This is an optimization exercise on Yosys and OpenROAD, whose aim is small area, not a production implementation. Function was checked by simulation only, so behaviour that the tests miss may differ from the original. No activity file was given, so power comes from the tool's default toggle rates.

==> flow/run.sh <==
#!/bin/bash
# synth_recipe.tcl (not shown) runs the flow's synth.tcl, then flattens the netlist and writes it again
# the make line also repeats each setting of config.mk as NAME=value (left out here)
make -C /OpenROAD-flow-scripts/flow DESIGN_CONFIG=/design/flow/config.mk WORK_HOME=/design/flow/orfs CLKGATE_MAP_FILE= SYNTH_SCRIPT=/design/flow/synth_recipe.tcl finish
==> flow/config.mk <==
export PLATFORM = sky130hd
export DESIGN_NAME = alu_6_bit
export DESIGN_NICKNAME = alu_6_bit
export VERILOG_FILES = /design/flow/design.v
export SDC_FILE = /design/flow/constraint.sdc
export NUM_CORES = 4
export LEC_CHECK = 0
export CAP_MARGIN = 20
export CORE_MARGIN = 2
export CORE_UTILIZATION = 40
export SLEW_MARGIN = 20
==> flow/constraint.sdc <==
create_clock -name core_clock -period 10.0 [get_ports {CLK_I}]
set_input_delay 2.0000 -clock core_clock [delete_from_list [all_inputs] [get_ports {CLK_I}]]
set_output_delay 2.0000 -clock core_clock [all_outputs]
set_load 0.01 [all_outputs]
==> flow/design.v <==
`timescale 1ns / 1ps
module alu_6_bit(            input          CLK_I                                   ,
                             input          RST_N_I                                 ,
                             input  [5:0]   DATA_IN_1_I                             ,
                             input  [5:0]   DATA_IN_2_I                             ,
                             input  [5:0]   CONTROL_I                               ,
                             input          EN_I                                    ,
                             output [11:0]  DATA_OUT_O                              ,
                             output         DONE_O                                  ,
                             output         BUSY_O                                 );
reg   [3:0]                                 alu_state_machine                       ;
reg   [5:0]                                 reg_a_r                                 ;
reg   [5:0]                                 reg_b_r                                 ;
reg   [5:0]                                 control_r                               ;
reg   [11:0]                                data_out_r                              ;
reg                                         busy_r                                  ;
reg                                         done_r                                  ;
reg                                         pre_en_r                                ;
localparam                   IDLE_S                   = 6'd0                        ,
                             ADDITION_S               = 6'd1                        ,
                             SUBSTRUCTION_S           = 6'd2                        ,
                             MULTIPLICATION_S         = 6'd3                        ,
                             DIVISION_S               = 6'd4                        ,
                             AND_S                    = 6'd5                        ,
                             OR_S                     = 6'd6                        ,
                             NOT_S                    = 6'd7                        ,
                             XOR_S                    = 6'd8                        ,
                             SHIFT_LEFT_S             = 6'd9                        ,
                             SHIFT_RIGHT_S            = 6'd10                       ,
                             ROTATE_RIGHT_S           = 6'd11                       ,
                             ROTATE_LEFT_S            = 6'd12                       ,
                             SELECT_OPERATION_S       = 6'd13                       ;
wire                                        en_w                                    ;
wire  [2:0]                                 rot_amt_w                               ;
wire  [11:0]                                rot_r_ext_w                             ;
wire  [11:0]                                rot_l_ext_w                             ;
wire  [5:0]                                 rot_right_w                             ;
wire  [5:0]                                 rot_left_w                              ;
assign   en_w                                         = EN_I                        ;
assign   rot_amt_w                                    = reg_b_r % 6'd6              ;
assign   rot_r_ext_w                                  = {reg_a_r,reg_a_r} >> rot_amt_w;
assign   rot_l_ext_w                                  = {reg_a_r,reg_a_r} << rot_amt_w;
assign   rot_right_w                                  = rot_r_ext_w[5:0]            ;
assign   rot_left_w                                   = rot_l_ext_w[11:6]           ;
assign   BUSY_O                                       = busy_r                      ;
assign   DONE_O                                       = done_r                      ;
assign   DATA_OUT_O                                   = data_out_r                  ;
always @(posedge CLK_I) begin
  if(!RST_N_I) begin
    reg_a_r                                           <= 0                          ;
    reg_b_r                                           <= 0                          ;
    control_r                                         <= 0                          ;
    busy_r                                            <= 0                          ;
    done_r                                            <= 0                          ;
    pre_en_r                                          <= 0                          ;
    data_out_r                                        <= 0                          ;
    alu_state_machine                                 <= IDLE_S                     ;
  end
  else begin
    pre_en_r                                          <= EN_I                       ;
    case(alu_state_machine)
    IDLE_S : begin
      if(!pre_en_r && en_w) begin
        reg_a_r                                       <= DATA_IN_1_I                ;
        reg_b_r                                       <= DATA_IN_2_I                ;
        control_r                                     <= CONTROL_I                  ;
        done_r                                        <= 0                          ;
        busy_r                                        <= 1                          ;
        alu_state_machine                             <= SELECT_OPERATION_S         ;
      end
      else begin
        reg_a_r                                       <= 0                          ;
        reg_b_r                                       <= 0                          ;
        control_r                                     <= 0                          ;
        done_r                                        <= 1                          ;
        data_out_r                                    <= 0                          ;
        busy_r                                        <= 0                          ;
        alu_state_machine                             <= IDLE_S                     ;
      end
    end
    SELECT_OPERATION_S : begin
      case(control_r) 
      ADDITION_S             : alu_state_machine      <= ADDITION_S                 ;
      SUBSTRUCTION_S         : alu_state_machine      <= SUBSTRUCTION_S             ;
      MULTIPLICATION_S       : alu_state_machine      <= MULTIPLICATION_S           ;
      DIVISION_S             : alu_state_machine      <= DIVISION_S                 ;
      AND_S                  : alu_state_machine      <= AND_S                      ;
      OR_S                   : alu_state_machine      <= OR_S                       ;
      NOT_S                  : alu_state_machine      <= NOT_S                      ;
      XOR_S                  : alu_state_machine      <= XOR_S                      ;
      SHIFT_LEFT_S           : begin
        reg_a_r                                       <= reg_a_r << reg_b_r         ;
        alu_state_machine                             <= SHIFT_LEFT_S               ;
      end
      SHIFT_RIGHT_S          : begin
        reg_a_r                                       <= reg_a_r >> reg_b_r         ;
        alu_state_machine                             <= SHIFT_RIGHT_S              ;
      end
      ROTATE_RIGHT_S         : begin
        reg_a_r                                       <= rot_right_w                ;
        alu_state_machine                             <= ROTATE_RIGHT_S             ;
      end
      ROTATE_LEFT_S          : begin
        reg_a_r                                       <= rot_left_w                 ;
        alu_state_machine                             <= ROTATE_LEFT_S              ;
      end
      default                : alu_state_machine      <= IDLE_S                     ;
      endcase
    end
    ADDITION_S : begin
      data_out_r                                      <= reg_a_r + reg_b_r          ;
      done_r                                          <= 1                          ;
      busy_r                                          <= 0                          ;
      alu_state_machine                               <= IDLE_S                     ;
    end
    SUBSTRUCTION_S : begin
      data_out_r                                      <= reg_a_r - reg_b_r          ;
      done_r                                          <= 1                          ;
      busy_r                                          <= 0                          ;
      alu_state_machine                               <= IDLE_S                     ;
    end
    MULTIPLICATION_S : begin
      data_out_r                                      <= reg_a_r * reg_b_r          ;
      done_r                                          <= 1                          ;
      busy_r                                          <= 0                          ;
      alu_state_machine                               <= IDLE_S                     ;
    end
    DIVISION_S : begin
      data_out_r                                      <= (reg_b_r == 6'd0) ? 12'd63 : {6'd0, reg_a_r / reg_b_r};
      done_r                                          <= 1                          ;
      busy_r                                          <= 0                          ;
      alu_state_machine                               <= IDLE_S                     ;
    end
    AND_S : begin
      data_out_r                                      <= reg_a_r & reg_b_r          ;
      done_r                                          <= 1                          ;
      busy_r                                          <= 0                          ;
      alu_state_machine                               <= IDLE_S                     ;
    end
    OR_S : begin
      data_out_r                                      <= reg_a_r | reg_b_r          ;
      done_r                                          <= 1                          ;
      busy_r                                          <= 0                          ;
      alu_state_machine                               <= IDLE_S                     ;
    end
    NOT_S : begin
      data_out_r                                      <= ~ reg_a_r                  ;
      done_r                                          <= 1                          ;
      busy_r                                          <= 0                          ;
      alu_state_machine                               <= IDLE_S                     ;
    end
    XOR_S : begin
      data_out_r                                      <= reg_a_r ^ reg_b_r          ;
      done_r                                          <= 1                          ;
      busy_r                                          <= 0                          ;
      alu_state_machine                               <= IDLE_S                     ;
    end
    SHIFT_LEFT_S : begin
      data_out_r                                      <= reg_a_r                    ;
      done_r                                          <= 1                          ;
      busy_r                                          <= 0                          ;
      alu_state_machine                               <= IDLE_S                     ;
    end
    SHIFT_RIGHT_S : begin
      data_out_r                                      <= reg_a_r                    ;
      done_r                                          <= 1                          ;
      busy_r                                          <= 0                          ;
      alu_state_machine                               <= IDLE_S                     ;
    end
    ROTATE_LEFT_S : begin
      data_out_r                                      <= reg_a_r                    ;
      done_r                                          <= 1                          ;
      busy_r                                          <= 0                          ;
      alu_state_machine                               <= IDLE_S                     ;
    end
    ROTATE_RIGHT_S : begin
      data_out_r                                      <= reg_a_r                    ;
      done_r                                          <= 1                          ;
      busy_r                                          <= 0                          ;
      alu_state_machine                               <= IDLE_S                     ;
    end
    default : alu_state_machine                       <= IDLE_S                     ; 
    endcase
  end
end
endmodule
==> notes.md <==
per-stage QoR:
stage                     instance area, um2  worst slack [ns]
after global routing                    5960              1.73
after CTS                               5960              2.39
after detailed placement                5780              2.41
after floorplan                         5370              2.71
after global placement                  5780              2.64
final                                   5960              2.33
area by class of cell:
cell class,instances,area [um2]
Fill cell,1320,7230
Multi-Input combinational cell,558,4220
Sequential cell,37,741
Timing Repair Buffer,42,400
Tap cell,176,220
Inverter,54,203
Clock buffer,6,139
Clock inverter,2,37.5
placed cells by master (no fill, tap or decap), types with 19 or more instances in the layout:
cell type         n
nor2_1           45
clkdlybuf4s50_1  34
a21oi_1          52
nand3_1          21
o21ai_0          35
ha_1             63
dfxtp_1          37
fa_1             19
nand2_1          61
inv_1            51
synthesized netlist by cell type, types with 6 or more instances:
cell type / count
nand3_1: 21
o21a_1: 16
o31ai_1: 7
and3_1: 7
a21o_1: 8
nor2_1: 45
nor2b_1: 9
ha_1: 63
o21ai_0: 35
nand4_1: 6
a211oi_1: 8
a31oi_1: 12
or3_1: 7
fa_1: 19
a221oi_1: 6
nand2_1: 61
o211ai_1: 10
nor3_1: 17
xnor2_1: 6
buf_2: 7
inv_1: 51
mux2_2: 6
nand2b_1: 10
clkbuf_1: 25
a21oi_1: 52
a22o_1: 11
mux2i_1: 17
dfxtp_1: 37
worst max-delay path, delay by kind of cell (launching register included):
kind                     cells  cell delay [ns]
AND/OR/NAND/NOR              2             0.29
flip-flops                   1             0.68
multiplexers                 4             1.18
adder cells (fa/ha/maj)      5             1.29
buffers and inverters        1             0.06
AO/OA/AOI/OAI               21             4.06
registers in the layout, summed over array words and instances, names as in the netlist:
name / count
reg_a_r: 6
control_r: 6
alu_state_machine: 4
pre_en_r: 1
data_out_r: 12
busy_r: 1
reg_b_r: 6
done_r: 1
worst max-delay path by stage:
| stage | cells after the start | end | start |
|---|---|---|---|
| 2_1_floorplan | 35 | data_out_r[0] | reg_b_r[0] |
| 3_3_place_gp | 33 | data_out_r[0] | reg_b_r[3] |
| 3_5_place_dp | 33 | data_out_r[0] | reg_b_r[3] |
| 4_1_cts | 33 | data_out_r[0] | reg_b_r[3] |
| 5_1_grt | 33 | data_out_r[0] | reg_b_r[3] |
| 6_report | 33 | data_out_r[0] | reg_b_r[3] |
where the power goes:
group          leakage [uW]  internal, uW  total (uW)  switching, uW
clock network     0.0000831           125         203           77.7
registers          0.000302           158         179           21.6
logic               0.00198           222         469            247
kinds of logic (layout without fill, tap and decap cells):
kind of cell / after synthesis / after routing
AND/OR/NAND/NOR: 225 / 225
adder cells (fa/ha/maj): 82 / 82
AO/OA/AOI/OAI: 214 / 214
XOR/XNOR: 10 / 10
flip-flops: 37 / 37
buffers and inverters: 96 / 104
multiplexers: 27 / 27
metal layers:
| layer | GRT usage, % | vias up | share of wire, % |
|---|---|---|---|
| met3 | 4.18 | 36 | 6.9 |
| met4 | 10.1 | 0 | 3.5 |
| met5 | 0 | - | 0 |
| met1 | 31.5 | 2600 | 43 |
| li1 | - | 2549 | - |
| met2 | 41.3 | 240 | 46 |
==> key figures <==
Status
  – Outcome: timing/DRC/antenna clean

Worst setup path
  – CP endpoint kind: flop
  – Reg-to-reg slack, setup: 2.33 ns
  – Worst Setup Path Type: reg2reg
  – CP Data Required Time: 10.20 ns
  – WP data arrival: 7.86 ns
  – Worst r2r path cells: 33
  – Top cell by count, worst path: o21a_1
  – Reg2reg start: reg_b_r[3]
  – Slowest-stage cell, CP: dfxtp_1
  – Critical Path Source Type: flop
  – Crit path max fanout: 16
  – Critical R2R Capture: data_out_r[0]
  – Max incr delay on CP: 0.68 ns

Yosys
  – Syn_area_per_cell: 7.78 um2
  – Synth Area in Simple Gates: 22.1%
  – Mux contribution to synthesized area: 5.68%
  – Count of cell types in the netlist: 76
  – Post-synth EDFFs: 0
  – Post-synthesis sequential area ratio: 13.8%
  – Ys async rst share: 0%
  – #FFs+latches synth: 37
  – Mapped Nets: 794
  – Synth area leaders: ha_1, dfxtp_1, fa_1
  – Synthesized-area fraction occupied by adder cells: 21.7%
  – Compound-Gate Fraction of Synth Area: 27.4%
  – Post-Syn Instances: 691
  – Number of synthesis warnings: 1
  – Post-synth top flop: dfxtp_1
  – Post-synthesis cell area: 0.00537 mm2
  – Post-synth top area share: 14.7%
  – Fraction of synthesized cell area in xor and xnor cells: 1.63%
  – Largest family of logic cells by synthesized area: compound AO/OA/AOI/OAI gates
  – Area leader, netlist: ha_1

Finish
  – Nets: 801
  – Fraction of layout cells with a size suffix above 1: 6.01%
  – ANT cells: 0
  – Layout Cells excl Fill: 875
  – Area growth syn-to-layout: 10.9%
  – Fin util: 45.2%

Route
  – Drt first pass iters: 6
  – Post-route ant nets: 0
  – Total number of vias: 5,425
  – Via-per-instance ratio: 6.20
  – Remaining DRCs: 0
  – Final WL: 17.4 mm
  – Initial DRC Count: 365
  – Wire per inst: 19.9 um

Clocking
  – # hold bufs at CTS: 0
  – CTS root buf: clkbuf_16
  – CTS Sinks: 37
  – Post-cts resize count: 0
  – Setup Fix Bufs, Post-CTS: 0
  – Clock latency on the worst-skew pair: 0.30 ns
  – Htree depth: 2
  – TritonCTS buffer count: 5
  – Max Root-Sink Buffers: 2
  – Clk pin slew, worst setup/hold paths: 0.07 ns
  – CTS tree: yes

Floorplan
  – IO Pins: 35
  – CORE AREA: 0.0132 mm2
  – Die width: 120 um
  – Rows: 42
  – Die area: 0.0144 mm2
  – Initial Utilization: 40.7%
  – Die Height: 120 um

STA
  – Final hold vios: 0
  – Max Clk Rate: 130 MHz
  – TNS Setup: 0 ns
  – Final min period: 7.67 ns
  – Final setup fails: 0
  – Min Hold Slack: 0.467 ns
  – Pins Over Slew Limit: 0
  – Max Clock Skew: 0.00785 ns
  – Final period util: 76.7%
  – Slew margin rel.: 32.0%
  – RSZ-0062 raised after global routing: no
  – Actual slew at the worst max-slew pin: 1.01 ns

Global route
  – GRT Total Usage: 24.7%
  – Antenna violations before repair: 0
  – Largest net degree at the start of global routing: 30
  – First-pass GRT wire length: 28.0 mm
  – Global route overflow: 0
  – Vias in the first global route: 5,360

Power and ir drop
  – LEAKAGE: 0.00237 uW
  – Maximum VDD drop: 0.0000768 V
  – Overall Power: 850 uW
  – P per Cell Area: 143 mW/mm2

Place
  – PortBufs: 34
  – Gpl congestion: 0.966
  – Hpwl dp: 13.1 mm
  – Placed Instances: 867

Min path
  – Worst hold start: done_r
  – WHS Endpoint: done_r
  – Hold path cells: 2
  – HP Class: reg2reg

Flow run
  – MaxCap Viol Count: 0

-- separate check: timing with driven ports --
How much do the figures lean on ideal ports? The routed layout below was timed once more, with nothing changed but the port constraints.
Step 1: set_driving_cell puts a clkbuf_16 on CLK_I and a buf_2 on each other input, an assumption about the parent block.
Step 2 also shifts input and output timing later by t, the mid clock arrival at the registers, as if the neighbouring blocks saw the same clock.
Slacks: ideal ports / drivers / drivers and shift; pairs: ideal ports / drivers.
t, ns: 0.338
setup WS [ns]: 2.334 / 2.334 / 2.334
pins driven straight from the clock port: 1
After both steps setup and hold are still met in this run. For this run, drivers alone change the setup slack by 0.000 ns; drivers and shift together by 0.000 ns.
